From an optimization exercise on the open Yosys and OpenROAD flow, aimed at small area; shortcuts taken in it are not production practice.
Only simulation tests tie the RTL to the original design; equivalence was not proved.
The clock port is modelled as an ideal driver, which makes a skipped or thinned clock tree look cheaper than it is; a real chip needs a root buffer or a tree.
No activity file was given, so power comes from the tool's default toggle rates.

===== flow/flow/flatten_clk.tcl =====
# Replace the clock tree that CTS built with its root buffer alone: every
# leaf buffer's sinks move onto the root buffer's output net and the leaf
# buffers are removed. The root buffer is then sized to clkbuf_16.
set block [ord::get_db_block]
set root [$block findInst clkbuf_0_clk]
set root_net [[$root findITerm X] getNet]
foreach inst [$block getInsts] {
  set name [$inst getName]
  if { [string match clkbuf_*_clk $name] && $name ne "clkbuf_0_clk" } {
    set out_net [[$inst findITerm X] getNet]
    foreach it [$out_net getITerms] {
      if { [$it getInst] ne $inst } {
        $it disconnect
        $it connect $root_net
      }
    }
    odb::dbInst_destroy $inst
    odb::dbNet_destroy $out_net
  }
}
$root swapMaster [[ord::get_db] findMaster sky130_fd_sc_hd__clkbuf_16]
detailed_placement
estimate_parasitics -placement

===== flow/design.v =====
`timescale 1ns / 1ps
module pulseDriver (
    input  wire [8:0] angle,
    input  wire       clk, rst_n,
    output reg        pulse
    );
    reg [6:0] r;
    reg [2:0] t;
    reg [8:0] k;
    reg       en;     
    reg       fire;   
    wire clr   = fire | ~rst_n;
    wire rwrap = r[6] & r[5] & r[1] & r[0];    
    wire twrap = t[2] & t[1];                  
    wire tinc  = en & rwrap;
    wire kinc  = tinc & twrap;
    wire [7:0] cr;
    wire [9:0] ck;
    wire [9:0] ge;
    assign cr[0] = en;
    assign ck[0] = kinc;
    assign ge[0] = 1'b1;
    wire [6:0] r_n = (clr | tinc) ? 7'd0 : r ^ cr[6:0];
    wire [2:0] t_n = clr ? 3'd3 : ~tinc ? t :
                     twrap ? 3'd0 : {t[2] ^ (t[1] & t[0]), t[1] ^ t[0], ~t[0]};
    wire [8:0] kk  = k ^ ck[8:0];               
    wire [8:0] k_n = clr ? 9'd440 : kk;
    genvar i;
    generate
        for (i = 0; i < 7; i = i + 1) begin : rc
            assign cr[i+1] = cr[i] & r[i];
        end
        for (i = 0; i < 9; i = i + 1) begin : kc
            assign ck[i+1] = ck[i] & k[i];
            assign ge[i+1] = (kk[i] & ~angle[i]) | ((kk[i] | ~angle[i]) & ge[i]);
        end
    endgenerate
    wire inr = ~angle[8] | (~angle[7] & ~angle[6] & ~angle[5] &
                            ~(angle[4] & angle[3] & angle[2] & angle[1]));   
    wire neg = kk[8] & kk[7];
    always @(posedge clk) begin
        r    <= r_n;
        t    <= t_n;
        k    <= k_n;
        en   <= rst_n & inr;
        fire <= ~clr & inr & ~neg & ge[9];
    end
    always @(posedge clk, negedge rst_n)
        if (~rst_n)
            pulse <= 1'b0;
        else
            pulse <= en & (pulse ^ fire);
endmodule
`timescale 1ns / 1ps
module servoDriver (
    input  wire [8:0] angle,
    output wire       servoPwm,
    input  wire       rst_n, clk
    );
    pulseDriver pd1 (.angle(angle), .clk(clk), .rst_n(rst_n), .pulse(servoPwm));
endmodule

===== flow/constraint.sdc =====
create_clock -name core_clock -period 12.0 [get_ports {clk}]
set_input_delay 2.4000 -clock core_clock [delete_from_list [all_inputs] [get_ports {clk}]]
set_output_delay 2.4000 -clock core_clock [all_outputs]
set_load 0.01 [all_outputs]

===== flow/flow/run.sh =====
#!/bin/bash
# Layout flow: the standard ORFS flow, with three changes to how the
# layout is made:
#  - synthesis maps with an area-only ABC script (flow/abc_area.script) and
#    without the hard adder cells, so the counters and comparator are mapped
#    as plain gates;
#  - the port buffers are the smallest buffer cell;
#  - the clock tree is one clkbuf_16 driving every register: CTS runs as usual
#    and flow/flatten_clk.tcl then folds its leaf buffers into the root.
# Each make step writes its full output to a log in this folder; ORFS's own
# per-step logs are under orfs/logs/.
set -euo pipefail
cd "$(dirname "$0")/.."
work=$PWD

rm -rf "$work/abc_scripts"
cp -r "$FLOW_HOME/scripts" "$work/abc_scripts"
cp "$work/flow/abc_area.script" "$work/abc_scripts/abc_area.script"

bash standard.sh SCRIPTS_DIR="$work/abc_scripts" ABC_AREA=1 ADDER_MAP_FILE= synth \
  > "$work/synth.log" 2>&1

bash standard.sh \
  BUFFER_PORTS_ARGS="-buffer_cell sky130_fd_sc_hd__buf_1" \
  CTS_ARGS="-sink_clustering_enable -repair_clock_nets -dont_use_dummy_load -buf_list sky130_fd_sc_hd__clkbuf_8" \
  POST_CTS_TCL="$work/flow/flatten_clk.tcl" \
  finish > "$work/layout.log" 2>&1

===== flow/config.mk =====
export PLATFORM = sky130hd
export DESIGN_NAME = servoDriver
export DESIGN_NICKNAME = servoDriver
export VERILOG_FILES = /design/flow/design.v
export SDC_FILE = /design/flow/constraint.sdc
export NUM_CORES = 4
export LEC_CHECK = 0
export CAP_MARGIN = 20
export CORE_AREA = 2 2 60 60
export DIE_AREA = 0 0 62.1 62.1
export PLACE_DENSITY = 0.85
export SLEW_MARGIN = 20

===== flow/flow/abc_area.script =====
strash
dch
amap
mfs2
strash
dch
amap
topo

===== flow/standard.sh =====
#!/bin/bash
# synth_recipe.tcl (not shown) runs the flow's synth.tcl, then flattens the netlist and writes it again
# the make line also repeats each setting of config.mk as NAME=value (left out here)
make -C /OpenROAD-flow-scripts/flow DESIGN_CONFIG=/design/flow/config.mk WORK_HOME=/design/flow/orfs CLKGATE_MAP_FILE= SYNTH_SCRIPT=/design/flow/synth_recipe.tcl "${@:-finish}"

==> results of run 1 <==
flip-flops by register name, indices dropped and copies added (netlist names):
name / cells
pd1.r: 7
pd1.k: 9
pd1.en: 1
pd1.fire: 1
pd1.t: 3
pd1.pulse: 1
how the worst max path moves through the flow:
stage              from  endpoint  slack [ns]  depth (start not counted)
2_1_floorplan  angle[3]  pd1.fire        8.37                         10
3_3_place_gp      rst_n  pd1.fire        8.07                          5
3_5_place_dp      rst_n  pd1.fire        7.97                          5
5_1_grt           rst_n  pd1.fire        7.92                          5
6_report          rst_n  pd1.fire        8.15                          5
cells in the mapped netlist, drive strengths merged (2+ instances only):
master,number
o211ai,2
nand2,12
nand3,2
nor3,8
a21oi,5
dfxtp,21
nor2b,2
o21ai,10
and2,3
nor2,27
clkinv,16
and3,5
cell families after synthesis:
logic type	Yosys count	synth area share [%]
AND/OR/NAND/NOR	60	28.8
buffers and inverters	16	6.51
flip-flops	22	48.3
AO/OA/AOI/OAI	24	16.4
worst max-delay path, stage by stage:
cell       delay (ns)
buf_1            0.10
clkinv_1         0.08
nor2_1           0.46
clkinv_1         0.37
a2111oi_0        0.46
power groups by stage:
stage / clock network (mW) / registers, mW / logic [mW]
after floorplan: 0 / 0.0756 / 0.00396
after global placement: 0 / 0.0757 / 0.00636
after detailed placement: 0 / 0.0757 / 0.00646
after global routing: 0.0367 / 0.0741 / 0.00742
final: 0.0332 / 0.0740 / 0.00650
layout make-up:
cell class              instances  area (um2)  area share [%]
clock buffers                   1        25.0            2.39
inverters                      16        60.1            5.74
repair buffers                 11        41.3            3.95
well taps                      46        57.6            5.50
flip-flops and latches         22         445            42.6
multi-input cells              84         417            39.8
through the flow:
stage	hold slack (ns)	worst slack, ns	instances
after floorplan	0.422	8.37	122
after global placement	0.447	8.07	179
after detailed placement	0.451	7.97	179
after global routing	0.494	7.92	180
final	0.457	8.15	180
metal layers:
layer  share of wire (%)  GRT usage [%]  vias to the layer above
li1                    -              -                      438
met1                  44           13.3                      358
met2                  45           17.3                       31
met3                 8.8           2.72                        2
met4                 1.7           4.17                        0
met5                   0              0                        -
==> results.yml, run 1 <==
run_status:
  status: "no timing/DRC/antenna violations"
pwr:
  cellInternalPower_uw: 91.3
  power.density_nw_per_um2: 109
  p_sw_uw: 22.4
  p_clk_share_pct: 29.2
  ir_worst_vdd_mv: 0.0477
  p_sw_share_pct: 19.7
  p_seq_share_pct: 65.1
  power_uw: 114
  power_frac_comb_pct: 5.7
  power_leakage_nw: 0.373
timing:
  finalHoldViolations: 0
  fin_tns_setup_ns: 0
  finalCritPeriodShare_pct: 32.1
  worst_pin_slew_ns: 0.572
  relSlewSlack_pct: 61.7
  rsz0062_at_grt: "no"
  clock_skew_ns: 0.00283
  fmax_mhz: 260
  setup_viol_count_final: 0
  post-route-min-period_ns: 3.85
  report.final.slew_viol_count: 0
min_path:
  min_path_cells: 2
  min_to: "pd1.pulse"
  min-delay-start: "pd1.en"
  hold_class: "reg -> reg"
worst_setup_path:
  crit_arrival_ns: 3.88
  required_ns: 12.03
  crit_path_end_kind: "register"
  rr_worst_depth: 19
  reg2reg_slack_ns: 8.95
  critical_path_class: "in -> reg"
  cp-start-kind: "primary input"
  worst-path-max-fanout: 9
  reg2reg_from: "pd1.r[1]"
  r2r_end: "pd1.fire"
finish:
  fillers: 355
  utilization_pct: 31.8
  syn_to_final_growth_pct: 13.4
  final_area_um2: 1050
  drive_gt1_share_pct: 0.746
  layout_commonest_cell: "nor2_1"
  layout_common_cells: "nor2_1, dfxtp_1, clkinv_1"
  antenna_cells: 0
  nNetsFinal: 147
floorplanning:
  die_h_um: 62.1
  placementRows: 21
  core_area_um2: 3280
  die_w_um: 62.1
  dieArea_um2: 3860
  start_util_pct: 28.1
  io_pins: 12
synthesis:
  syn_inst: 122
  syn-cell-area_um2: 922
  synth-edff-count: 0
  yosysTopAreaCell: "dfxtp_1"
  ys.warnings.count: 1
  syn_nets: 133
  synth_seq_cells: 22
  synth.distinct_cells: 21
  ys_seq_area_share_pct: 48.3
  ys.flop_type: "dfxtp_1"
  ys_top_cells_by_area: "dfxtp_1, nor2_1, clkinv_1"
  avgSynthCellArea_um2: 7.56
  async_flop_share_pct: 4.55
  synth_top_area_share_pct: 45.6
clocking:
  clock_latency_ns: 0.15
  clkSinkCount: 22
  clkSlewWorstSetupHoldPaths_ns: 0.08
drt:
  dr.pass1.iters: 7
  drc: 0
  drtIter0Drc: 35
  antenna_left: 0
  route.vias.total: 829
  via_per_inst: 4.61
  totalWireLength_mm: 1.63
  wl_per_cell_um: 9.08
placed_design:
  place_area_um2: 1020
  port_buffers: 11
  gp_congestion: 0.740
  place_hpwl_mm: 1.26
global_route:
  grt_overflow: 0
  antenna_found_initial: 0
  grt_pass1_vias: 716
  grt_max_degree: 23
  grt_use_total_pct: 10.5
  grt_first_pass_wirelength_mm: 2.82
run:
  max-cap-violations: 0
==> run 2, diff against run 1 <==
--- a/flow/design.v
+++ b/flow/design.v
@@ -19,7 +19,7 @@
     wire [9:0] ge;
     assign cr[0] = en;
     assign ck[0] = kinc;
-    assign ge[0] = 1'b1;
+    assign ge[0] = 1'b0;
     wire [6:0] r_n = (clr | tinc) ? 7'd0 : r ^ cr[6:0];
     wire [2:0] t_n = clr ? 3'd3 : ~tinc ? t :
                      twrap ? 3'd0 : {t[2] ^ (t[1] & t[0]), t[1] ^ t[0], ~t[0]};
@@ -32,7 +32,7 @@
         end
         for (i = 0; i < 9; i = i + 1) begin : kc
             assign ck[i+1] = ck[i] & k[i];
-            assign ge[i+1] = (kk[i] & ~angle[i]) | ((kk[i] | ~angle[i]) & ge[i]);
+            assign ge[i+1] = (angle[i] & ~kk[i]) | ((angle[i] | ~kk[i]) & ge[i]);
         end
     endgenerate
     wire inr = ~angle[8] | (~angle[7] & ~angle[6] & ~angle[5] &
@@ -43,7 +43,7 @@
         t    <= t_n;
         k    <= k_n;
         en   <= rst_n & inr;
-        fire <= ~clr & inr & ~neg & ge[9];
+        fire <= ~clr & inr & ~neg & ~ge[9];
     end
     always @(posedge clk, negedge rst_n)
         if (~rst_n)
--- a/flow/flow/run.sh
+++ b/flow/flow/run.sh
@@ -1,10 +1,12 @@
 #!/bin/bash
-# Layout flow: the standard ORFS flow, with three changes to how the
+# Layout flow: the standard ORFS flow, with these changes to how the
 # layout is made:
 #  - synthesis maps with an area-only ABC script (flow/abc_area.script) and
 #    without the hard adder cells, so the counters and comparator are mapped
 #    as plain gates;
 #  - the port buffers are the smallest buffer cell;
+#  - the ports are all placed on the bottom edge, which keeps the
+#    placement compact;
 #  - the clock tree is one clkbuf_16 driving every register: CTS runs as usual
 #    and flow/flatten_clk.tcl then folds its leaf buffers into the root.
 # Each make step writes its full output to a log in this folder; ORFS's own
@@ -23,5 +25,6 @@
 bash standard.sh \
   BUFFER_PORTS_ARGS="-buffer_cell sky130_fd_sc_hd__buf_1" \
   CTS_ARGS="-sink_clustering_enable -repair_clock_nets -dont_use_dummy_load -buf_list sky130_fd_sc_hd__clkbuf_8" \
+  PLACE_PINS_ARGS="-exclude left:* -exclude right:* -exclude top:*" \
   POST_CTS_TCL="$work/flow/flatten_clk.tcl" \
   finish > "$work/layout.log" 2>&1
==> flow/flow/abc_area.script (replaced) <==
strash
dc2
dch -f
amap
mfs2
strash
dc2
dch -f
amap
mfs2
strash
dc2
dch -f
amap
topo
==> run 2 against run 1 <==
Still clean on timing, DRC and antenna. Clock power decreased by 2%. Flip-flop and latch count unchanged. Sequential power about the same. Final cell count decreased by 2.8%. Utilization decreased by 0.72 points. Worst hold slack got worse by 0.0028 ns. Design area decreased by 2.3%. Clock-buffer cell count unchanged. Synthesized cell count decreased by 4.1%. Routed wire length decreased by 5.1%.
==> results.yml, run 2 <==
synthesis:
  syn_inst: 117
  async_flop_share_pct: 4.55
  synth-xor-area-share_pct: 0
  ys.flop_type: "dfxtp_1"
  ys.warnings.count: 1
  synth_top_area_share_pct: 46.8
  synth-simple-area-share_pct: 27.6
  avgSynthCellArea_um2: 7.68
  syn-cell-area_um2: 898
  synth.distinct_cells: 22
  synth_top_family_by_area: "simple AND/OR/NAND/NOR gates"
  syn_nets: 128
  synth-edff-count: 0
  synthAdderAreaFrac_pct: 0
  ys_seq_area_share_pct: 49.6
  synth_common_cells: "dfxtp_1, nor2_1, nand2_1"
  synth_mux_area_share_pct: 0
  yosysTopAreaCell: "dfxtp_1"
  synth-compound-area-share_pct: 17.4
  synth_seq_cells: 22
  ys_top_cells_by_area: "dfxtp_1, nor2_1, o21ai_0"
timing:
  relSlewSlack_pct: 63.5
  finalCritPeriodShare_pct: 29.9
  report.final.slew_viol_count: 0
  worst_pin_slew_ns: 0.546
  setup_viol_count_final: 0
  fin_tns_setup_ns: 0
  post-route-min-period_ns: 3.58
  finalHoldViolations: 0
  clock_skew_ns: 0.00266
  fmax_mhz: 279
  rsz0062_at_grt: "no"
  setup_ws_ns: 8.42
  hold_ws_ns: 0.454
global_route:
  grt_use_total_pct: 10.0
  grt_pass1_vias: 671
  antenna_found_initial: 0
  grt_overflow: 0
  grt_first_pass_wirelength_mm: 2.69
  grt_max_degree: 23
worst_setup_path:
  r2r_end: "pd1.fire"
  cp-start-kind: "primary input"
  worst-path-max-fanout: 9
  reg2reg_slack_ns: 8.94
  crit_family: "simple AND/OR/NAND/NOR gates"
  reg2reg_from: "pd1.r[1]"
  critical_path.slowest_cell: "nor2_1"
  cp_common_cell: "clkinv_1"
  cp_num_buf_inv: 3
  cp_cell_sequence: "buf_1, clkinv_1, nor2_1, clkinv_1, nor3_1"
  max_stage_delay_ns: 0.45
  crit_arrival_ns: 3.65
  critical_path_class: "in -> reg"
  rr_worst_depth: 22
  crit_path_end_kind: "register"
  required_ns: 12.06
drt:
  route.vias.total: 804
  antenna_left: 0
  wl_met2_um: 751
  wl_per_cell_um: 8.86
  dr.pass1.iters: 8
  drtIter0Drc: 52
  wl_met1_um: 680
  wl_met3_um: 81
  drc: 0
  top_layer_used: "met4"
  totalWireLength_mm: 1.55
  via_per_inst: 4.59
pwr:
  power.density_nw_per_um2: 110
  power_uw: 112
  power_leakage_nw: 0.377
  ir_worst_vdd_mv: 0.0441
min_path:
  min-delay-start: "pd1.fire"
  min_path_cells: 1
  hold_class: "reg -> reg"
  min_to: "pd1.pulse"
floorplanning:
  die_w_um: 62.1
  core_area_um2: 3280
  start_util_pct: 27.4
  die_h_um: 62.1
  io_pins: 12
  dieArea_um2: 3860
  placementRows: 21
clocking:
  clkSinkCount: 22
  clock_latency_ns: 0.15
  clkSlewWorstSetupHoldPaths_ns: 0.08
finish:
  fin_cells: 175
  drive_gt1_share_pct: 0.775
  fillers: 355
  seqCellArea_um2: 445
  nNetsFinal: 142
  reg.largest.list: "pd1.k: 9 flops, pd1.r: 7 flops, pd1.t: 3 flops"
  layout_common_cells: "nor2_1, dfxtp_1, nand2_1"
  largest_reg_flops: 9
  largest-register: "pd1.k"
  antenna_cells: 0
  utilization_pct: 31.1
  syn_to_final_growth_pct: 13.8
  multi_input_area_um2: 404
  final_area_um2: 1020
placed_design:
  place_hpwl_mm: 1.21
  gp_congestion: 0.704
  place_inst: 174
  pre_cts_ws_ns: 8.26
  place_area_um2: 997
  port_buffers: 11
run:
  max-cap-violations: 0
run_status:
  status: "no timing/DRC/antenna violations"
run 2: cell types whose count changed after synthesis, moves of 2 or more:
cell	change
clkinv_1	-3
nand2_1	+3
o21ai_0	+2
nor2_1	-6
run 2: worst max-delay path by stage:
stage	from	to	slack, ns	cells past startpoint
finish	rst_n	pd1.r[1]	8.42	5
global route	angle[1]	pd1.fire	8.17	9
detailed placement	rst_n	pd1.r[1]	8.26	5
global placement	angle[1]	pd1.fire	8.33	9
floorplan	angle[1]	pd1.fire	8.56	8
run 2: layout make-up:
class                           count  area share, %
Timing Repair Buffer               11           4.04
Tap cell                           46           5.63
Inverter                           13           4.77
Multi-Input combinational cell     82           39.5
Sequential cell                    22           43.6
Clock buffer                        1           2.45
run 2: worst reg2reg max path, stage by stage (launching register included):
cell	delay (ns)
dfxtp_1	0.32
and3_1	0.23
nand3_1	0.15
clkinv_1	0.11
and3_1	0.21
nand2_1	0.09
clkinv_1	0.08
nand2_1	0.09
clkinv_1	0.07
nand2_1	0.08
clkinv_1	0.07
nand2_1	0.08
clkinv_1	0.07
nand2_1	0.09
clkinv_1	0.07
nand2_1	0.08
clkinv_1	0.10
o21ai_0	0.31
a22oi_1	0.11
a221oi_1	0.28
nor3_1	0.09
a21oi_1	0.12
nor2_1	0.05
run 2: metal layers:
| layer | GRT usage (%) | vias up |
|---|---|---|
| met2 | 16.8 | 24 |
| met4 | 2.50 | 0 |
| met3 | 1.63 | 4 |
| met1 | 13.4 | 348 |
| li1 | - | 428 |
| met5 | 0 | - |
run 2: power by group:
| group | internal (mW) | switching (mW) |
|---|---|---|
| Sequential | 0.0736 | 0.000475 |
| Clock | 0.0152 | 0.0174 |
| Combinational | 0.00230 | 0.00352 |
| Total | 0.0911 | 0.0214 |
run 2: kinds of logic (layout without fill, tap and decap cells):
family	after synthesis	after routing
buffers and inverters	13	25
DFF	22	22
and+or+nand+nor	56	56
AOI/OAI and AO/OA	26	26
==> run 3, diff against run 2 <==
--- a/flow/flow/run.sh
+++ b/flow/flow/run.sh
@@ -7,7 +7,7 @@
 #  - the port buffers are the smallest buffer cell;
 #  - the ports are all placed on the bottom edge, which keeps the
 #    placement compact;
-#  - the clock tree is one clkbuf_16 driving every register: CTS runs as usual
+#  - the clock tree is one clkbuf_8 driving every register: CTS runs as usual
 #    and flow/flatten_clk.tcl then folds its leaf buffers into the root.
 # Each make step writes its full output to a log in this folder; ORFS's own
 # per-step logs are under orfs/logs/.
--- a/flow/flow/flatten_clk.tcl
+++ b/flow/flow/flatten_clk.tcl
@@ -1,6 +1,6 @@
 # Replace the clock tree that CTS built with its root buffer alone: every
 # leaf buffer's sinks move onto the root buffer's output net and the leaf
-# buffers are removed. The root buffer is then sized to clkbuf_16.
+# buffers are removed. The root buffer is then sized to clkbuf_8.
 set block [ord::get_db_block]
 set root [$block findInst clkbuf_0_clk]
 set root_net [[$root findITerm X] getNet]
@@ -18,6 +18,6 @@
     odb::dbNet_destroy $out_net
   }
 }
-$root swapMaster [[ord::get_db] findMaster sky130_fd_sc_hd__clkbuf_16]
+$root swapMaster [[ord::get_db] findMaster sky130_fd_sc_hd__clkbuf_8]
 detailed_placement
 estimate_parasitics -placement
==> run 3 against run 2 <==
Synthesized cell count unchanged. Design area down 1.1%. Critical path type unchanged. First-iteration DRC count up 12%. Largest power group unchanged. Flip-flop and latch count unchanged. Critical path depth unchanged. Sequential power about the same. Register-to-register slack about the same.
==> results.yml, run 3 <==
pwr:
  cellInternalPower_uw: 83.8
  p_sw_uw: 21.0
  power_leakage_nw: 0.372
  power_frac_comb_pct: 5.6
  p_sw_share_pct: 20.0
  p_clk_share_pct: 23.7
  power.density_nw_per_um2: 104
  p_seq_share_pct: 70.8
  ir_worst_vdd_mv: 0.0349
synthesis:
  avgSynthCellArea_um2: 7.68
  syn_inst: 117
  ys_top_cells_by_area: "dfxtp_1, nor2_1, o21ai_0"
  synth_mux_area_share_pct: 0
  synth_common_cells: "dfxtp_1, nor2_1, nand2_1"
  synth.distinct_cells: 22
  synth_top_family_by_area: "simple AND/OR/NAND/NOR gates"
  synth-xor-area-share_pct: 0
  async_flop_share_pct: 4.55
  syn-cell-area_um2: 898
  ys_seq_area_share_pct: 49.6
  synth_top_area_share_pct: 46.8
  syn_nets: 128
  synth-edff-count: 0
  synth-compound-area-share_pct: 17.4
  synth-simple-area-share_pct: 27.6
  synth_seq_cells: 22
  ys.flop_type: "dfxtp_1"
  synthAdderAreaFrac_pct: 0
  ys.warnings.count: 1
  yosysTopAreaCell: "dfxtp_1"
worst_setup_path:
  crit_start: "rst_n"
  crit_path_end_kind: "register"
  reg2reg_from: "pd1.en"
  critical_path_class: "in -> reg"
  crit_arrival_ns: 3.68
  worst-path-max-fanout: 9
  cp-start-kind: "primary input"
  required_ns: 12.09
timing:
  worst_pin_slew_ns: 0.578
  finalHoldViolations: 0
  finalCritPeriodShare_pct: 29.9
  fin_tns_setup_ns: 0
  setup_viol_count_final: 0
  rsz0062_at_grt: "no"
  report.final.slew_viol_count: 0
  relSlewSlack_pct: 61.3
  clock_skew_ns: 0.00256
  fmax_mhz: 278
  post-route-min-period_ns: 3.59
finish:
  syn_to_final_growth_pct: 12.5
  reg.largest.list: "pd1.k: 9 flops, pd1.r: 7 flops, pd1.t: 3 flops"
  largest_reg_flops: 9
  antenna_cells: 0
  layout_common_cells: "nor2_1, dfxtp_1, nand2_1"
  largest-register: "pd1.k"
  nNetsFinal: 142
  utilization_pct: 30.8
  drive_gt1_share_pct: 0.775
drt:
  drtIter0Drc: 58
  drc: 0
  route.vias.total: 791
  totalWireLength_mm: 1.56
  wl_per_cell_um: 8.89
  dr.pass1.iters: 5
  via_per_inst: 4.52
  antenna_left: 0
global_route:
  grt_pass1_vias: 669
  antenna_found_initial: 0
  grt_first_pass_wirelength_mm: 2.68
  grt_use_total_pct: 9.92
  grt_max_degree: 23
  grt_overflow: 0
placed_design:
  port_buffers: 11
  place_hpwl_mm: 1.21
  gp_congestion: 0.704
clocking:
  clkSlewWorstSetupHoldPaths_ns: 0.12
  clock_latency_ns: 0.17
  clkSinkCount: 22
floorplanning:
  placementRows: 21
  io_pins: 12
  die_w_um: 62.1
  start_util_pct: 27.4
  core_area_um2: 3280
  dieArea_um2: 3860
  die_h_um: 62.1
run_status:
  status: "no timing/DRC/antenna violations"
min_path:
  min-delay-start: "pd1.fire"
  hold_class: "reg -> reg"
run:
  max-cap-violations: 0
-- run 3: cell counts after synthesis --
Identical to the previous run, type by type.
-- run 3: cell families after synthesis --
| family | Yosys count |
|---|---|
| AND/OR/NAND/NOR | 56 |
| buffers and inverters | 13 |
| AO/OA/AOI/OAI | 26 |
| flip-flops | 22 |
-- run 3: layout make-up --
type                       count  area (um2)
clock buffer                   1        13.8
fill                         355        2270
inverter                      13        48.8
multi-input combinational     82         404
sequential                    22         445
tap                           46        57.6
timing repair buffer          11        41.3
-- run 3: critical path: stages --
cell,delay [ns]
buf_1,0.12
clkinv_1,0.10
nor2_1,0.47
clkinv_1,0.32
nor3_1,0.27
-- run 3: final timing paths --
check,to,depth (start not counted),slack [ns]
setup / recovery,pd1.r[1],5,8.41
hold / removal,pd1.pulse,1,0.46
setup reg to reg,pd1.fire,22,8.93
hold reg to reg,pd1.pulse,1,0.46
max in group asynchronous,pd1.pulse,1,9.89
min in group asynchronous,pd1.pulse,1,1.99
-- run 3: through the flow --
stage               power [mW]  hold WS (ns)  area, um2  std cells  setup slack, ns
finish                   0.105         0.460       1010        175             8.41
detailed placement      0.0815         0.449        997        174             8.26
global route             0.110         0.511       1010        175             8.22
floorplan               0.0789         0.417        898        117             8.56
global placement        0.0813         0.436        997        174             8.33
-- run 3: metal layers --
layer / vias up / wire length (um) / global-route usage (%)
met2: 20 / 727 / 16.4
met4: 0 / 21 / 2.50
met1: 343 / 736 / 13.5
li1: 426 / - / -
met5: - / 0 / 0
met3: 2 / 72 / 1.63
-- run 3: power by group through the flow --
stage / Sequential (mW) / Clock (mW) / Combinational [mW]
global placement: 0.0758 / 0 / 0.00549
global route: 0.0743 / 0.0291 / 0.00693
floorplan: 0.0756 / 0 / 0.00332
finish: 0.0742 / 0.0248 / 0.00584
detailed placement: 0.0758 / 0 / 0.00574
==> run 4, diff against run 3 <==
--- a/flow/config.mk
+++ b/flow/config.mk
@@ -8,5 +8,7 @@
 export CAP_MARGIN = 20
 export CORE_AREA = 2 2 60 60
 export DIE_AREA = 0 0 62.1 62.1
-export PLACE_DENSITY = 0.85
+export GPL_ROUTABILITY_DRIVEN = 0
+export GPL_TIMING_DRIVEN = 0
+export PLACE_DENSITY = 0.95
 export SLEW_MARGIN = 20
==> run 4 against run 3 <==
Clock-buffer cell count is the same. Non-clock buffer count is the same. Sequential power is essentially flat. Flip-flop and latch count is the same. Clock power grew 3%. Via count grew 5.2%. Worst setup slack gained 0.078 ns. Critical path depth is the same. First-iteration DRC count shrank 41%. Critical endpoint unchanged. Clock skew is essentially flat. Critical path type unchanged.
==> results.yml, run 4 <==
run_status:
  status: "no timing/DRC/antenna violations"
timing:
  finalCritPeriodShare_pct: 29.3
  report.final.slew_viol_count: 0
  fin_tns_setup_ns: 0
  fmax_mhz: 285
  relSlewSlack_pct: 63.5
  post-route-min-period_ns: 3.51
  setup_ws_ns: 8.49
  worst_pin_slew_ns: 0.545
  setup_viol_count_final: 0
  finalHoldViolations: 0
  hold_ws_ns: 0.453
  clock_skew_ns: 0.00222
  rsz0062_at_grt: "no"
synthesis:
  async_flop_share_pct: 4.55
  avgSynthCellArea_um2: 7.68
  ys.warnings.count: 1
  syn_nets: 128
  synth_seq_cells: 22
  ys_top_cells_by_area: "dfxtp_1, nor2_1, o21ai_0"
  synth-xor-area-share_pct: 0
  synth_top_area_share_pct: 46.8
  synth_mux_area_share_pct: 0
  synth-edff-count: 0
  synth_common_cells: "dfxtp_1, nor2_1, nand2_1"
  ys.flop_type: "dfxtp_1"
  syn_inst: 117
  synth_top_family_by_area: "simple AND/OR/NAND/NOR gates"
  synth-compound-area-share_pct: 17.4
  synthAdderAreaFrac_pct: 0
  yosysTopAreaCell: "dfxtp_1"
  synth.distinct_cells: 22
  synth-simple-area-share_pct: 27.6
  syn-cell-area_um2: 898
  ys_seq_area_share_pct: 49.6
clocking:
  clkSlewWorstSetupHoldPaths_ns: 0.12
  clkSinkCount: 22
  clock_latency_ns: 0.17
global_route:
  grt_max_degree: 23
  grt_overflow: 0
  grt_pass1_vias: 719
  antenna_found_initial: 0
  grt_first_pass_wirelength_mm: 2.63
  grt_use_total_pct: 9.68
worst_setup_path:
  required_ns: 12.11
  critical_path_class: "in -> reg"
  worst-path-max-fanout: 9
  cp-start-kind: "primary input"
  crit_arrival_ns: 3.62
  crit_path_end_kind: "register"
drt:
  wl_per_cell_um: 8.61
  drtIter0Drc: 34
  via_per_inst: 4.75
  antenna_left: 0
  totalWireLength_mm: 1.51
  route.vias.total: 832
  dr.pass1.iters: 5
  drc: 0
floorplanning:
  die_w_um: 62.1
  dieArea_um2: 3860
  start_util_pct: 27.4
  io_pins: 12
  die_h_um: 62.1
  placementRows: 21
  core_area_um2: 3280
finish:
  largest-register: "pd1.k"
  reg.largest.list: "pd1.k: 9 flops, pd1.r: 7 flops, pd1.t: 3 flops"
  utilization_pct: 30.8
  antenna_cells: 0
  drive_gt1_share_pct: 0.775
  seqCellArea_um2: 445
  largest_reg_flops: 9
  nNetsFinal: 142
  syn_to_final_growth_pct: 12.5
  fillers: 351
  multi_input_area_um2: 404
  layout_common_cells: "nor2_1, dfxtp_1, nand2_1"
pwr:
  p_seq_share_pct: 70.3
  p_clk_share_pct: 24.3
  power.density_nw_per_um2: 104
  ir_worst_vdd_mv: 0.0392
  p_sw_share_pct: 20.5
  p_sw_uw: 21.6
  power_leakage_nw: 0.372
  cellInternalPower_uw: 83.9
  power_frac_comb_pct: 5.5
placed_design:
  port_buffers: 11
  place_hpwl_mm: 1.22
  pre_cts_ws_ns: 8.26
run:
  max-cap-violations: 0
min_path:
  hold_class: "reg -> reg"
-- run 4: logic make-up after synthesis --
group	Yosys count
buffers and inverters	13
flip-flops	22
AND/OR/NAND/NOR	56
AO/OA/AOI/OAI	26
-- run 4: worst max-delay path, stage by stage --
cell and delay [ns]:
buf_1 0.11, clkinv_1 0.10, nor2_1 0.45, clkinv_1 0.34
nor3_1 0.23
-- run 4: through the flow --
stage,power (mW),instances,instance area [um2]
finish,0.105,175,1010
global route,0.110,175,1010
detailed placement,0.0816,174,997
global placement,0.0813,174,997
floorplan,0.0789,117,898
-- run 4: worst paths after layout --
check / startpoint / to / slack (ns) / depth (start not counted)
max in group asynchronous: rst_n / pd1.pulse / 9.91 / 1
max reg2reg: pd1.en / pd1.fire / 8.96 / 22
min: pd1.fire / pd1.pulse / 0.45 / 1
min reg2reg: pd1.fire / pd1.pulse / 0.45 / 1
min in group asynchronous: rst_n / pd1.pulse / 1.98 / 1
max: rst_n / pd1.r[1] / 8.49 / 5
-- run 4: cell type report --
cell class / instances / area share (%)
sequential: 22 / 44.1
multi-input combinational: 82 / 40.0
tap: 46 / 5.69
inverter: 13 / 4.83
timing repair buffer: 11 / 4.08
clock buffer: 1 / 1.36
-- run 4: per-layer routing --
layer	vias to the layer above	wire, um	global-route usage, %
li1	431	-	-
met1	369	655	12.1
met2	28	745	16.7
met3	4	60	0.725
met4	0	45	5.00
met5	-	0	0
-- run 4: power groups by stage --
| stage | Combinational (mW) | Sequential [mW] | Clock [mW] |
|---|---|---|---|
| 6_report | 0.00578 | 0.0741 | 0.0256 |
| 5_1_grt | 0.00653 | 0.0743 | 0.0293 |
| 3_5_place_dp | 0.00582 | 0.0758 | 0 |
| 3_3_place_gp | 0.00552 | 0.0757 | 0 |
| 2_1_floorplan | 0.00332 | 0.0756 | 0 |
==> run 5, diff against run 4 <==
==> flow/design.v (replaced) <==
`timescale 1ns / 1ps
module pulseDriver (
    input  wire [8:0] angle,
    input  wire       clk, rst_n,
    output reg        pulse
    );
    reg [6:0] r;
    reg [2:0] t;
    reg [8:0] k;
    reg       q;
    wire inr  = ~angle[8] | (~angle[7] & ~angle[6] & ~angle[5] &
                             ~(angle[4] & angle[3] & angle[2] & angle[1]));
    wire en   = rst_n & inr;
    wire [9:0] gt;
    assign gt[0] = 1'b0;
    wire neg  = k[8] & k[7];
    wire fire = en & ~neg & ~gt[9];            
    wire clr   = fire | ~rst_n;
    wire rwrap = r[6] & r[5] & r[1] & r[0];    
    wire twrap = t[2] & t[1];                  
    wire tinc  = en & rwrap;
    wire kinc  = tinc & twrap;
    wire [7:0] cr;
    wire [9:0] ck;
    assign cr[0] = en;
    assign ck[0] = kinc;
    genvar i;
    generate
        for (i = 0; i < 7; i = i + 1) begin : rc
            assign cr[i+1] = cr[i] & r[i];
        end
        for (i = 0; i < 9; i = i + 1) begin : kc
            assign ck[i+1] = ck[i] & k[i];
            assign gt[i+1] = (angle[i] & ~k[i]) | ((angle[i] | ~k[i]) & gt[i]);
        end
    endgenerate
    wire [6:0] r_n = (clr | tinc) ? 7'd0 : r ^ cr[6:0];
    wire [2:0] t_n = clr ? 3'd3 : ~tinc ? t :
                     twrap ? 3'd0 : {t[2] ^ (t[1] & t[0]), t[1] ^ t[0], ~t[0]};
    wire [8:0] k_n = clr ? 9'd440 : k ^ ck[8:0];
    always @(posedge clk) begin
        r <= r_n;
        t <= t_n;
        k <= k_n;
        q <= en & (q ^ fire);
    end
    always @(posedge clk, negedge rst_n)
        if (~rst_n)
            pulse <= 1'b0;
        else
            pulse <= q;
endmodule
`timescale 1ns / 1ps
module servoDriver (
    input  wire [8:0] angle,
    output wire       servoPwm,
    input  wire       rst_n, clk
    );
    pulseDriver pd1 (.angle(angle), .clk(clk), .rst_n(rst_n), .pulse(servoPwm));
endmodule
--- a/flow/config.mk
+++ b/flow/config.mk
@@ -8,7 +8,5 @@
 export CAP_MARGIN = 20
 export CORE_AREA = 2 2 60 60
 export DIE_AREA = 0 0 62.1 62.1
-export GPL_ROUTABILITY_DRIVEN = 0
-export GPL_TIMING_DRIVEN = 0
-export PLACE_DENSITY = 0.95
+export PLACE_DENSITY = 0.85
 export SLEW_MARGIN = 20
==> run 5 against run 4 <==
Still clean on timing, DRC and antenna. Clock skew barely moved. Sequential power fell by 3.4%. Global-route usage barely moved. Register-to-register slack improved by 0.18 ns. Combinational power rose by 26%. Area after synthesis fell by 0.97%. Routed wire length rose by 3.6%. Synthesized cell count rose by 1.7%. Non-clock buffer count did not move. Critical endpoint is now pd1.k[7].
==> results.yml, run 5 <==
run_status:
  status: "no timing/DRC/antenna violations"
synthesis:
  synth_top_area_share_pct: 45.0
  avgSynthCellArea_um2: 7.48
  syn_nets: 130
  ys_seq_area_share_pct: 47.8
  async_flop_share_pct: 4.76
  synth-xor-area-share_pct: 0
  synth-compound-area-share_pct: 17.9
  synth_top_family_by_area: "simple AND/OR/NAND/NOR gates"
  synth_common_cells: "nor2_1, dfxtp_1, clkinv_1"
  syn-cell-area_um2: 890
  synth_seq_cells: 21
  synth-edff-count: 0
  yosysMostFrequentCell: "nor2_1"
  synth-simple-area-share_pct: 26.7
  synthAdderAreaFrac_pct: 0
  syn_inst: 119
  yosysTopAreaCell: "dfxtp_1"
  ys_top_cells_by_area: "dfxtp_1, nor2_1, clkinv_1"
  ys.flop_type: "dfxtp_1"
  ys.warnings.count: 1
  synth.distinct_cells: 20
  synth_mux_area_share_pct: 0
timing:
  setup_viol_count_final: 0
  clock_skew_ns: 0.00261
  rsz0062_at_grt: "no"
  hold_ws_ns: 0.368
  finalCritPeriodShare_pct: 42.8
  report.final.slew_viol_count: 0
  fin_tns_setup_ns: 0
  relSlewSlack_pct: 51.6
  fmax_mhz: 195
  post-route-min-period_ns: 5.13
  finalHoldViolations: 0
  worst_pin_slew_ns: 0.707
worst_setup_path:
  max_stage_delay_ns: 0.36
  reg2reg_from: "pd1.k[2]"
  reg2reg_slack_ns: 9.14
  cp_common_cell: "clkinv_1"
  rr_worst_depth: 15
  r2r_end: "pd1.k[0]"
  crit_path_end_kind: "register"
  crit_arrival_ns: 5.25
  crit_family: "simple AND/OR/NAND/NOR gates"
  required_ns: 12.11
  cp_cell_sequence: "buf_1, clkinv_1, nor4_1, nor4_1, o21ai_0, clkinv_1, and3_1, nand3_1, clkinv_1, nand3_1, nor2_1, nand2_1, clkinv_1, nand2_1, clkinv_1, and3_1, and3_1, nand2_1, clkinv_1, o21ai_0"
  cp_num_buf_inv: 7
  critical_path_class: "in -> reg"
  worst-path-max-fanout: 5
  cp-start-kind: "primary input"
  critical_path.slowest_cell: "o21ai_0"
clocking:
  clkSlewWorstSetupHoldPaths_ns: 0.12
  clock_latency_ns: 0.17
  clkSinkCount: 21
pwr:
  power.density_nw_per_um2: 104
  power_leakage_nw: 0.366
  ir_worst_vdd_mv: 0.0413
floorplanning:
  core_area_um2: 3280
  placementRows: 21
  io_pins: 12
  dieArea_um2: 3860
  start_util_pct: 27.1
  die_h_um: 62.1
  die_w_um: 62.1
global_route:
  grt_pass1_vias: 673
  grt_use_total_pct: 9.66
  grt_first_pass_wirelength_mm: 2.63
  antenna_found_initial: 0
  grt_overflow: 0
  grt_max_degree: 22
drt:
  wl_per_cell_um: 8.82
  route.vias.total: 794
  drtIter0Drc: 61
  totalWireLength_mm: 1.56
  drc: 0
  antenna_left: 0
  dr.pass1.iters: 5
  via_per_inst: 4.49
placed_design:
  port_buffers: 11
  gp_congestion: 0.810
  place_hpwl_mm: 1.14
min_path:
  min_to: "pd1.pulse"
  min-delay-start: "pd1.q"
  min_path_cells: 0
  hold_class: "reg -> reg"
finish:
  syn_to_final_growth_pct: 12.7
  layout_commonest_cell: "nor2_1"
  largest_reg_flops: 9
  drive_gt1_share_pct: 0.763
  antenna_cells: 0
  reg.largest.list: "pd1.k: 9 flops, pd1.r: 7 flops, pd1.t: 3 flops"
  largest-register: "pd1.k"
  layout_common_cells: "nor2_1, dfxtp_1, clkinv_1"
  nNetsFinal: 144
run:
  max-cap-violations: 0
==> run 5: metrics by stage <==
| stage | cells | power, mW | setup WS (ns) | area (um2) | util, % |
|---|---|---|---|---|---|
| global placement | 176 | 0.0802 | 6.78 | 988 | 30.1 |
| finish | 177 | 0.104 | 6.87 | 1000 | 30.5 |
| detailed placement | 176 | 0.0804 | 6.67 | 988 | 30.1 |
| global route | 177 | 0.108 | 6.42 | 1000 | 30.5 |
| floorplan | 119 | 0.0777 | 7.17 | 890 | - |
==> run 5: how the worst max path moves through the flow <==
stage                     endpoint  startpoint  cells past startpoint  slack [ns]
after detailed placement  pd1.k[7]    angle[2]                     20        6.67
after floorplan           pd1.k[7]    angle[2]                     19        7.17
after global placement    pd1.k[7]    angle[2]                     20        6.78
final                     pd1.k[7]    angle[2]                     20        6.87
after global routing      pd1.k[7]    angle[1]                     20        6.42
==> run 5: layout make-up <==
class / count / area (um2)
clock buffers: 1 / 13.8
flip-flops and latches: 21 / 425
multi-input cells: 80 / 397
well taps: 46 / 57.6
inverters: 18 / 67.6
repair buffers: 11 / 41.3
fillers: 351 / 2280
==> run 5: logic make-up (layout without fill, tap and decap cells) <==
family	Yosys count	count (layout)
simple gates	54	54
flops	21	21
compound gates	26	26
buf+inv	18	30
==> run 5: power by group <==
part	internal, mW	switching (mW)	total (mW)
sequential	0.0710	0.000558	0.0716
clock	0.00785	0.0175	0.0253
combinational	0.00289	0.00439	0.00728
==> run 5: per-layer routing <==
metal | up-vias | wire, um | share of wire, % | track usage [%]
met3 | 4 | 98 | 6.3 | 2.17
li1 | 428 | - | - | -
met5 | - | 0 | 0 | 0
met2 | 24 | 717 | 46 | 15.6
met4 | 0 | 40 | 2.6 | 3.89
met1 | 338 | 706 | 45 | 12.5
==> run 6, diff against run 5 <==
--- a/flow/design.v
+++ b/flow/design.v
@@ -4,10 +4,13 @@
     input  wire       clk, rst_n,
     output reg        pulse
     );
-    reg [6:0] r;
+    reg [6:0] rb;    
+    wire [6:0] r = ~rb;
     reg [2:0] t;
-    reg [8:0] k;
-    reg       q;
+    reg [8:0] kb;    
+    wire [8:0] k = ~kb;
+    reg       qb;    
+    wire      q = ~qb;
     wire inr  = ~angle[8] | (~angle[7] & ~angle[6] & ~angle[5] &
                              ~(angle[4] & angle[3] & angle[2] & angle[1]));
     wire en   = rst_n & inr;
@@ -39,10 +42,10 @@
                      twrap ? 3'd0 : {t[2] ^ (t[1] & t[0]), t[1] ^ t[0], ~t[0]};
     wire [8:0] k_n = clr ? 9'd440 : k ^ ck[8:0];
     always @(posedge clk) begin
-        r <= r_n;
+        rb <= ~r_n;
         t <= t_n;
-        k <= k_n;
-        q <= en & (q ^ fire);
+        kb <= ~k_n;
+        qb <= ~(en & (q ^ fire));
     end
     always @(posedge clk, negedge rst_n)
         if (~rst_n)
==> flow/flow/abc_area.script (replaced) <==
strash
dc2
dch
amap
mfs2
strash
dc2
dch
amap
mfs2
strash
dch
amap
topo
==> run 6 against run 5 <==
Worst hold slack better by 0.040 ns. Sequential power down 2%. Area after synthesis down 4.9%. Fmax is 4.1% lower. Critical path depth fell by 1. Clock skew hardly changed. Flip-flop and latch count stayed put. Largest power group unchanged.
==> results.yml, run 6 <==
finish:
  largest_reg_flops: 9
  utilization_pct: 29.2
  nNetsFinal: 131
  drive_gt1_share_pct: 0.847
  fin_cells: 164
  multi_input_area_um2: 372
  fillers: 333
  seqCellArea_um2: 425
  reg.largest.list: "pd1.kb: 9 flops, pd1.rb: 7 flops, pd1.t: 3 flops"
  syn_to_final_growth_pct: 13.3
  layout_commonest_cell: "dfxtp_1"
  largest-register: "pd1.kb"
  layout_common_cells: "dfxtp_1, nand2_1, nor2_1"
  antenna_cells: 0
global_route:
  grt_pass1_vias: 613
  grt_use_total_pct: 9.45
  grt_first_pass_wirelength_mm: 2.55
  antenna_found_initial: 0
  grt_max_degree: 22
  grt_overflow: 0
synthesis:
  synth_common_cells: "dfxtp_1, nand2_1, nor2_1"
  async_flop_share_pct: 4.76
  synth-xor-area-share_pct: 0
  yosysTopAreaCell: "dfxtp_1"
  syn_nets: 117
  ys.warnings.count: 1
  syn-cell-area_um2: 846
  yosysMostFrequentCell: "dfxtp_1"
  ys.flop_type: "dfxtp_1"
  synthAdderAreaFrac_pct: 0
  synth.distinct_cells: 24
  synth_seq_cells: 21
  ys_seq_area_share_pct: 50.3
  synth_mux_area_share_pct: 0
  ys_top_cells_by_area: "dfxtp_1, nand2_1, nor2_1"
  synth-simple-area-share_pct: 20.0
  synth_top_area_share_pct: 47.3
  synth-compound-area-share_pct: 24.0
  synth_top_family_by_area: "compound AO/OA/AOI/OAI gates"
  avgSynthCellArea_um2: 7.98
  syn_inst: 106
  synth-edff-count: 0
timing:
  clock_skew_ns: 0.00245
  finalCritPeriodShare_pct: 44.6
  rsz0062_at_grt: "no"
  relSlewSlack_pct: 74.9
  post-route-min-period_ns: 5.35
  fin_tns_setup_ns: 0
  setup_viol_count_final: 0
  fmax_mhz: 187
  worst_pin_slew_ns: 0.374
  hold_ws_ns: 0.408
  report.final.slew_viol_count: 0
  finalHoldViolations: 0
clocking:
  clkSlewWorstSetupHoldPaths_ns: 0.12
  clock_latency_ns: 0.17
  clkSinkCount: 21
pwr:
  p_seq_share_pct: 70.0
  power.density_nw_per_um2: 105
  power_frac_comb_pct: 5.3
  p_sw_uw: 20.4
  power_leakage_nw: 0.319
  p_sw_share_pct: 20.3
  cellInternalPower_uw: 80.1
  ir_worst_vdd_mv: 0.0508
  p_clk_share_pct: 24.7
  power_uw: 101
worst_setup_path:
  max_stage_delay_ns: 0.36
  crit_family: "simple AND/OR/NAND/NOR gates"
  worst-path-max-fanout: 5
  critical_path_class: "in -> reg"
  required_ns: 12.10
  crit_path_end_kind: "register"
  reg2reg_slack_ns: 9.25
  cp_num_buf_inv: 2
  cp-endpoint: "pd1.kb[8]"
  cp-start-kind: "primary input"
  crit_arrival_ns: 5.45
  cp_common_cell: "nor2_1"
  crit_start: "angle[3]"
  crit_cells: 19
  cp_cell_sequence: "buf_1, and4_1, nor4_1, o21ai_0, nor2_1, nand2_1, nor3_1, nand3_1, nor2_1, nand2_1, nor2_1, clkinv_1, nor2_1, nand2_1, nor2_1, nand2_1, nor2_1, nand2_1, o31ai_1"
  rr_worst_depth: 15
  reg2reg_from: "pd1.rb[0]"
  critical_path.slowest_cell: "nor3_1"
  r2r_end: "pd1.kb[8]"
drt:
  wl_met3_um: 78
  via_per_inst: 4.38
  wl_met2_um: 643
  wl_met1_um: 693
  top_layer_used: "met4"
  route.vias.total: 718
  dr.pass1.iters: 5
  totalWireLength_mm: 1.44
  drtIter0Drc: 40
  antenna_left: 0
  wl_per_cell_um: 8.79
  drc: 0
floorplanning:
  dieArea_um2: 3860
  core_area_um2: 3280
  die_h_um: 62.1
  die_w_um: 62.1
  placementRows: 21
  start_util_pct: 25.8
  io_pins: 12
run:
  max-cap-violations: 0
min_path:
  hold_class: "reg -> reg"
placed_design:
  place_inst: 163
  place_hpwl_mm: 1.11
  port_buffers: 11
  gp_congestion: 0.732
run_status:
  status: "no timing/DRC/antenna violations"
run 6: cell types whose count changed after synthesis, sizes merged, moves of 4 or more:
cell    before  now
a21oi        4   11
and3         4    0
clkinv      18   13
nand2       12   17
nor2        24   16
nor3         6    1
o211ai       2    6
o21ai       11    6
run 6: cell families after synthesis:
group           count (synthesis)
compound gates                 32
buf+inv                        13
flops                          21
simple gates                   40
run 6: per-layer routing:
metal / vias to the layer above / track usage (%)
li1: 392 / -
met1: 305 / 13.6
met2: 19 / 14.7
met3: 2 / 1.09
met4: 0 / 3.33
met5: - / 0
run 6: per-stage QoR:
step	cell area, um2	setup slack, ns
2_1_floorplan	846	7.03
5_1_grt	958	6.04
3_3_place_gp	945	6.63
6_report	958	6.65
3_5_place_dp	945	6.47
run 6: cell type report:
cell class	instances	share of cell area (%)
Clock buffer	1	1.44
Inverter	13	5.09
Sequential cell	21	44.4
Timing Repair Buffer	11	4.31
Multi-Input combinational cell	72	38.8
Tap cell	46	6.01
run 6: power groups by stage:
stage	registers (mW)	logic, mW	clock network, mW
final	0.0704	0.00535	0.0249
after global routing	0.0704	0.00639	0.0281
after detailed placement	0.0719	0.00537	0
after global placement	0.0719	0.00528	0
after floorplan	0.0719	0.00299	0
run 6: how the worst min path moves through the flow:
stage               slack (ns)  depth (start not counted)    from        end
global route              0.43                          1  pd1.qb  pd1.pulse
finish                    0.41                          1  pd1.qb  pd1.pulse
floorplan                 0.36                          1  pd1.qb  pd1.pulse
detailed placement        0.38                          1  pd1.qb  pd1.pulse
global placement          0.38                          1  pd1.qb  pd1.pulse
==> run 7, diff against run 6 <==
--- a/flow/flow/run.sh
+++ b/flow/flow/run.sh
@@ -7,7 +7,7 @@
 #  - the port buffers are the smallest buffer cell;
 #  - the ports are all placed on the bottom edge, which keeps the
 #    placement compact;
-#  - the clock tree is one clkbuf_8 driving every register: CTS runs as usual
+#  - the clock tree is one clkbuf_16 driving every register: CTS runs as usual
 #    and flow/flatten_clk.tcl then folds its leaf buffers into the root.
 # Each make step writes its full output to a log in this folder; ORFS's own
 # per-step logs are under orfs/logs/.
--- a/flow/flow/flatten_clk.tcl
+++ b/flow/flow/flatten_clk.tcl
@@ -1,6 +1,6 @@
 # Replace the clock tree that CTS built with its root buffer alone: every
 # leaf buffer's sinks move onto the root buffer's output net and the leaf
-# buffers are removed. The root buffer is then sized to clkbuf_8.
+# buffers are removed. The root buffer is then sized to clkbuf_16.
 set block [ord::get_db_block]
 set root [$block findInst clkbuf_0_clk]
 set root_net [[$root findITerm X] getNet]
@@ -18,6 +18,6 @@
     odb::dbNet_destroy $out_net
   }
 }
-$root swapMaster [[ord::get_db] findMaster sky130_fd_sc_hd__clkbuf_8]
+$root swapMaster [[ord::get_db] findMaster sky130_fd_sc_hd__clkbuf_16]
 detailed_placement
 estimate_parasitics -placement
==> run 7 against run 6 <==
Still clean on timing, DRC and antenna. Utilization rose by 0.34 points. Design area is 1.2% higher. Fmax shrank 0.81%. Total power grew 7.5%. Register-to-register slack hardly changed.
==> results.yml, run 7 <==
global_route:
  grt_use_total_pct: 9.68
  grt_overflow: 0
  grt_pass1_vias: 613
  grt_max_degree: 22
  antenna_found_initial: 0
  grt_first_pass_wirelength_mm: 2.56
pwr:
  p_sw_uw: 20.8
  power_frac_comb_pct: 5.0
  power_uw: 108
  p_clk_share_pct: 30.1
  ir_worst_vdd_mv: 0.0385
  power_leakage_nw: 0.324
  p_sw_share_pct: 19.2
  p_seq_share_pct: 65.0
  cellInternalPower_uw: 87.4
  power.density_nw_per_um2: 112
placed_design:
  place_inst: 163
  place_area_um2: 945
  place_hpwl_mm: 1.11
  port_buffers: 11
  gp_congestion: 0.732
finish:
  reg.largest.list: "pd1.kb: 9 flops, pd1.rb: 7 flops, pd1.t: 3 flops"
  final_area_um2: 970
  layout_common_cells: "dfxtp_1, nand2_1, nor2_1"
  largest-register: "pd1.kb"
  syn_to_final_growth_pct: 14.6
  antenna_cells: 0
  largest_reg_flops: 9
  fin_cells: 164
  drive_gt1_share_pct: 0.847
  layout_commonest_cell: "dfxtp_1"
  nNetsFinal: 131
worst_setup_path:
  cp_cell_sequence: "buf_1, and4_1, nor4_1, o21ai_0, nor2_1, nand2_1, nor3_1, nand3_1, nor2_1, nand2_1, nor2_1, clkinv_1, nor2_1, nand2_1, nor2_1, nand2_1, nor2_1, nand2_1, o31ai_1"
  crit_path_end_kind: "register"
  cp_num_buf_inv: 2
  worst-path-max-fanout: 5
  rr_worst_depth: 15
  reg2reg_from: "pd1.rb[0]"
  crit_arrival_ns: 5.46
  crit_family: "simple AND/OR/NAND/NOR gates"
  required_ns: 12.07
  max_stage_delay_ns: 0.36
  cp-start-kind: "primary input"
  cp_common_cell: "nor2_1"
  crit_cells: 19
  critical_path_class: "in -> reg"
  critical_path.slowest_cell: "nor3_1"
  reg2reg_slack_ns: 9.25
  r2r_end: "pd1.kb[8]"
synthesis:
  syn_inst: 106
  synth-edff-count: 0
  syn_nets: 117
  synth.distinct_cells: 24
  syn-cell-area_um2: 846
  yosysTopAreaCell: "dfxtp_1"
  synth_seq_cells: 21
  synth_top_area_share_pct: 47.3
  async_flop_share_pct: 4.76
  avgSynthCellArea_um2: 7.98
  synth_common_cells: "dfxtp_1, nand2_1, nor2_1"
  ys_top_cells_by_area: "dfxtp_1, nand2_1, nor2_1"
  ys_seq_area_share_pct: 50.3
  yosysMostFrequentCell: "dfxtp_1"
  ys.flop_type: "dfxtp_1"
  ys.warnings.count: 1
drt:
  drc: 0
  via_per_inst: 4.45
  antenna_left: 0
  totalWireLength_mm: 1.48
  route.vias.total: 729
  wl_per_cell_um: 9.00
  dr.pass1.iters: 5
  drtIter0Drc: 24
timing:
  finalCritPeriodShare_pct: 45.0
  rsz0062_at_grt: "no"
  hold_ws_ns: 0.400
  finalHoldViolations: 0
  relSlewSlack_pct: 74.2
  fmax_mhz: 185
  clock_skew_ns: 0.00273
  worst_pin_slew_ns: 0.384
  post-route-min-period_ns: 5.40
  report.final.slew_viol_count: 0
  setup_viol_count_final: 0
  fin_tns_setup_ns: 0
clocking:
  clkSinkCount: 21
  clock_latency_ns: 0.15
  clkSlewWorstSetupHoldPaths_ns: 0.08
floorplanning:
  die_w_um: 62.1
  placementRows: 21
  start_util_pct: 25.8
  core_area_um2: 3280
  io_pins: 12
  die_h_um: 62.1
  dieArea_um2: 3860
run:
  max-cap-violations: 0
min_path:
  min_path_cells: 1
  hold_class: "reg -> reg"
  min-delay-start: "pd1.qb"
  min_to: "pd1.pulse"
run_status:
  status: "no timing/DRC/antenna violations"
-- run 7: power by group through the flow --
stage                     Combinational, mW  Sequential [mW]  Clock, mW
after global placement              0.00528           0.0719          0
after detailed placement            0.00537           0.0719          0
after global routing                0.00639           0.0703     0.0358
final                               0.00536           0.0703     0.0325
after floorplan                     0.00299           0.0719          0
-- run 7: cells by family (layout without fill, tap and decap cells) --
group | count (synthesis) | after routing | synth area share [%]
simple gates | 40 | 40 | 20.0
compound gates | 32 | 32 | 24.0
flops | 21 | 21 | 50.3
buf+inv | 13 | 25 | 5.77
-- run 7: worst register-to-register path, cell delays in order (launching register included) --
cell      delay [ns]
dfxtp_1         0.32
nor2_1          0.17
nand2_1         0.13
nor3_1          0.36
nand3_1         0.23
nor2_1          0.21
nand2_1         0.11
nor2_1          0.14
clkinv_1        0.10
nor2_1          0.17
nand2_1         0.11
nor2_1          0.18
nand2_1         0.12
nor2_1          0.18
nand2_1         0.08
o31ai_1         0.06
-- run 7: how the worst max path moves through the flow --
stage	start	to	slack, ns
after floorplan	angle[3]	pd1.kb[8]	7.03
after global placement	angle[3]	pd1.kb[8]	6.63
after detailed placement	angle[3]	pd1.kb[8]	6.47
after global routing	angle[3]	pd1.kb[8]	6.00
final	angle[3]	pd1.kb[8]	6.60
-- run 7: metal layers --
metal | vias to the layer above | wire [um] | global-route usage [%]
li1 | 394 | - | -
met1 | 313 | 703 | 13.6
met2 | 20 | 652 | 14.7
met3 | 2 | 77 | 1.09
met4 | 0 | 42 | 5.00
met5 | - | 0 | 0
-- run 7: cell type report --
type                    count  area, um2
well taps                  46       57.6
flip-flops and latches     21        425
multi-input cells          72        372
inverters                  13       48.8
fillers                   332       2310
repair buffers             11       41.3
clock buffers               1       25.0
-- run 7: per-stage QoR --
step           utilization (%)  setup WS [ns]
2_1_floorplan                -           7.03
3_3_place_gp              28.8           6.63
3_5_place_dp              28.8           6.47
5_1_grt                   29.5           6.00
6_report                  29.5           6.60

==> separate check: timing with driven ports <==
The flow's constraints put no driver on any port. The routed layouts listed below were extracted and timed again, unchanged, in two steps. Step 1 sets driving cells, clkbuf_16 on the clock port and buf_2 on the other inputs (assumed; they add their load-dependent delay and slew). Step 2 adds t to the input delays and takes it off the output delays; t is the mean of the earliest and latest rising clock arrival at the registers after step 1. Input paths then give back, and output paths get back, about the clock's delay inside the block. Slacks: ideal ports / drivers / drivers and shift; pairs: ideal ports / drivers.
run	shift t [ns]	slack for setup (ns)	hold WS [ns]	worst data-port slew with drivers (ns)
run 1	0.178	8.147 / 8.155 / 7.977	0.457 / 0.457 / 0.457	0.04
run 2	0.173	8.418 / 8.424 / 8.251	0.454 / 0.454 / 0.454	0.03
run 3	0.194	8.409 / 8.411 / 8.217	0.460 / 0.460 / 0.460	0.03
run 4	0.198	8.487 / 8.489 / 8.291	0.453 / 0.453 / 0.453	0.03
run 5	0.196	6.866 / 6.868 / 6.672	0.368 / 0.368 / 0.368	0.03
run 6	0.194	6.648 / 6.652 / 6.459	0.408 / 0.408 / 0.408	0.03
run 7	0.174	6.604 / 6.614 / 6.439	0.400 / 0.400 / 0.400	0.03
After both steps every run listed still meets setup and hold. The setup slack of run 4, which loses most, moves by +0.002 ns with the drivers and by -0.196 ns with both steps.
